This design comes from an exercise in tuning for small area, a short achievable clock period and few clock cycles on the open sky130 flow, not from production work. RTL that was checked went through simulation tests only; none was proved equivalent to the original. Power and IR drop assume default switching activity.

== run B ==
==> flow/design.v (excerpt) <==
module fast_top_level #(
    parameter X_MAX = 64,
    parameter Y_MAX = 64,
    parameter THRESHOLD = 20
) (
    input logic clk, n_rst,
    input logic [7:0] SRAM_in_gaus,
    input logic new_trans, SRAM_in_fast,
    input logic [$clog2(X_MAX) - 1:0] max_x, max_y,
    output logic write_SRAM_fast, read_SRAM_gaus, read_SRAM_fast, write_SRAM_OUT, done,
    output logic signed [$clog2(X_MAX):0] x_addr_gaus, y_addr_gaus, x_addr_fast, y_addr_fast, x_addr_OUT, y_addr_OUT,
    output logic [23:0] SRAM_OUT_wdata
);
export LEC_CHECK = 0
export CAP_MARGIN = 20
export CORE_MARGIN = 2
export CORE_UTILIZATION = 40
export CTS_CLUSTER_DIAMETER = 100
export CTS_CLUSTER_SIZE = 30
export PLACE_DENSITY = 0.6
export SLEW_MARGIN = 20
create_clock -name core_clock -period 8.0 [get_ports {clk}]
standard.sh (not shown) runs the stock make flow with config.mk's settings and CLKGATE_MAP_FILE= SYNTH_SCRIPT=/design/flow/synth_recipe.tcl, a recipe that flattens the netlist after the stock synthesis.
==> flow/flow/run.sh <==
#!/bin/bash
# Standard layout, with timing repair aimed below the clock period (setup
# margin) and plain buffers on the ports. The make output goes to
# standard_finish.log; each ORFS step logs to orfs/logs/.
set -euo pipefail
bash standard.sh SETUP_SLACK_MARGIN=5.4 \
    "BUFFER_PORTS_ARGS=-buffer_cell sky130_fd_sc_hd__buf_2" \
    finish > standard_finish.log 2>&1
Testbench counts of run B, summed over its fixed seeds: cycles 107,168.
Input changes introduced in run D (baseline for comparison: run B):
--- a/flow/design.v
+++ b/flow/design.v
@@ -18,17 +18,16 @@
 localparam int LEN  = 6 * P + 3;     
 localparam int GI   = 2 * P + 2;     
 localparam int GLEN = 4 * P + 5;     
 localparam int TE   = 3 * P + 3;     
 localparam int TW   = 5 * P + 8;     
 localparam int EO   = TE % P;        
 localparam int WO   = TW % P;
 localparam int AW   = $clog2(X_MAX) + 1;
-localparam logic [6:0] NEGK  = 7'(128 - K);        
 logic [5:0] xlast, xm4;              
 logic signed [7:0] hm1;              
 logic signed [7:0] hlim;             
 logic ntq, busy, fin, finq, rg_q;
 logic [6:0] tc;
 logic e_on, w_on;
 always_ff @(posedge clk) begin
     xlast <= max_x - 6'd1;
@@ -138,27 +137,21 @@
     case (k)
         0: rdy = 3;   1: rdy = 3;   2: rdy = 2;   3: rdy = 1;
         4: rdy = 0;   5: rdy = -1;  6: rdy = -2;  7: rdy = -3;
         8: rdy = -3;  9: rdy = -3; 10: rdy = -2; 11: rdy = -1;
        12: rdy = 0;  13: rdy = 2;  14: rdy = 0;  default: rdy = 3;
     endcase
 endfunction
 function automatic logic ge_c(input logic [7:0] a, input logic [7:0] nb);
-    logic cy, g, pr;
+    logic cy;
     cy = 1'b1;
-    for (int i = 0; i < 4; i++)
+    for (int i = 0; i < 8; i++)
         cy = (a[i] & nb[i]) | (a[i] & cy) | (nb[i] & cy);
-    g  = 1'b0;
-    pr = 1'b1;
-    for (int i = 4; i < 8; i++) begin
-        g  = (a[i] & nb[i]) | ((a[i] | nb[i]) & g);
-        pr = pr & (a[i] | nb[i]);
-    end
-    ge_c = g | (pr & cy);
+    ge_c = cy;
 endfunction
 logic [NR-1:0] sb, sd;               
 logic [2:0] p1b, p1d;
 always_ff @(posedge clk) begin
     p1b <= {p1b[1:0], sb[0]};
     p1d <= {p1d[1:0], sd[0]};
 end
 always_comb begin
@@ -170,26 +163,23 @@
             sb[k] = p1d[2];
             sd[k] = p1b[2];
         end else begin
             sb[k] = cp_ok && ge_c(pl[8*ptap(rdx(k), rdy(k)) +: 8], cpn);
             sd[k] = cm_ok && ge_c(cm, ~pl[8*ptap(rdx(k), rdy(k)) +: 8]);
         end
     end
 end
-function automatic logic cmask(input integer dx, input logic [3:1] ml, mr);
-    logic [3:0] l, r;
-    l = {ml, 1'b0};
-    r = {mr, 1'b0};
-    cmask = (dx > 0) ? r[(dx > 0) ? dx : 0] : l[(dx < 0) ? -dx : 0];
-endfunction
 logic [NR-1:0] sbm, sdm;
 always_comb begin
     for (int k = 0; k < NR; k++) begin
-        if (cmask(rdx(k), eml, emr)) begin
+        if (rdx(k) > 0 && emr[rdx(k)]) begin
+            sbm[k] = 1'b0;
+            sdm[k] = cm_ok;
+        end else if (rdx(k) < 0 && eml[-rdx(k)]) begin
             sbm[k] = 1'b0;
             sdm[k] = cm_ok;
         end else begin
             sbm[k] = sb[k];
             sdm[k] = sd[k];
         end
     end
 end
@@ -236,17 +226,19 @@
     rf_d <= rf_q;
     gl   <= {gl[GLEN-2:0], rf_d ? SRAM_in_fast : wf_d};
 end
 function automatic integer gtap(input integer dx, input integer dy);
     gtap = GI - (dx * P + dy);
 endfunction
 function automatic logic gf(input integer dx, input integer dy,
                             input logic [GLEN-1:0] g, input logic [3:1] ml, mr);
-    gf = g[gtap(dx, dy)] && !cmask(dx, ml, mr);
+    if (dx > 0)      gf = g[gtap(dx, dy)] && !mr[dx];
+    else if (dx < 0) gf = g[gtap(dx, dy)] && !ml[-dx];
+    else             gf = g[gtap(dx, dy)];
 endfunction
 logic ring_any, ring_later, w_last, w_lband;
 always_comb begin
     ring_later = gf(-2, 1, gl, wml, wmr) | gf(-1, 2, gl, wml, wmr) | gf(0, 2, gl, wml, wmr)
                | gf(1, 2, gl, wml, wmr)  | gf(2, 1, gl, wml, wmr)  | gf(2, 0, gl, wml, wmr);
     ring_any   = ring_later
                | gf(2, -1, gl, wml, wmr) | gf(1, -2, gl, wml, wmr) | gf(0, -2, gl, wml, wmr)
                | gf(-1, -2, gl, wml, wmr) | gf(-2, -1, gl, wml, wmr) | gf(-2, 0, gl, wml, wmr);
@@ -283,17 +275,17 @@
     output logic [5:0] x,
     output logic [6:0] y0,
     output logic signed [7:0] y,
     output logic [3:1] ml, mr
 );
 always_ff @(posedge clk) begin
     if (init) begin
         x  <= PRE ? xm4 : 6'd0;
-        y0 <= PRE ? 7'(128 - K) : 7'd0;
+        y0 <= PRE ? -7'(K) : 7'd0;
         y  <= -8'sd3;
         ml <= PRE ? 3'b000 : 3'b111;
         mr <= 3'b000;
     end else if (adv) begin
         if (colend) begin
             if (x == xlast) begin
                 x  <= '0;
                 y0 <= y0 + 7'(K);
Results
Run D vs. run B: starting utilization of the core area rose by 0.31 points; area after synthesis ~0 delta; top-level I/O count about even; number of non-clock inverters picked up an extra 3. Slowest cell on the critical path: sky130_fd_sc_hd__dfrtp_1 -> run B, sky130_fd_sc_hd__dfxtp_4 -> run D. From run D to run B, final count of negative-setup-slack endpoints did not move at all. [compare] base=run B new=run D: total CTS buffers moved down; sequential share of layout area moved down; fraction of the cycle the final worst path needs moved down; clock skew level; power density of the placed cells moved down. Diff run B -> run D: layout net count has increased; final critical-path required period has decreased; overall routing resource usage has increased; final standard cell utilization of the core has increased.
Only the layout flow was run in run D; the RTL was not checked for function there.

port drivers added, routing unchanged:
Ports are ideal in the flow. The routed layouts listed here were re-timed in OpenROAD.
Step 1, drivers: a clkbuf_16 drives clk and a buf_2 each remaining input, both assumed.
Step 2 also shifts input and output timing later by t, the mid clock arrival at the registers, as if the neighbouring blocks saw the same clock.
Three values: ideal, step 1, step 2; two values: the first two.
| run | t (ns) | setup slack, ns | slew at the worst register clock pin (ns) | cell pins on the clock port's net |
|---|---|---|---|---|
| run B | 0.645 | 5.189 / 5.128 / 5.268 | 0.11 / 0.11 | 1 |
| run D | 0.645 | 5.213 / 5.156 / 5.254 | 0.12 / 0.12 | 1 |
After both steps every run listed still meets setup and hold.
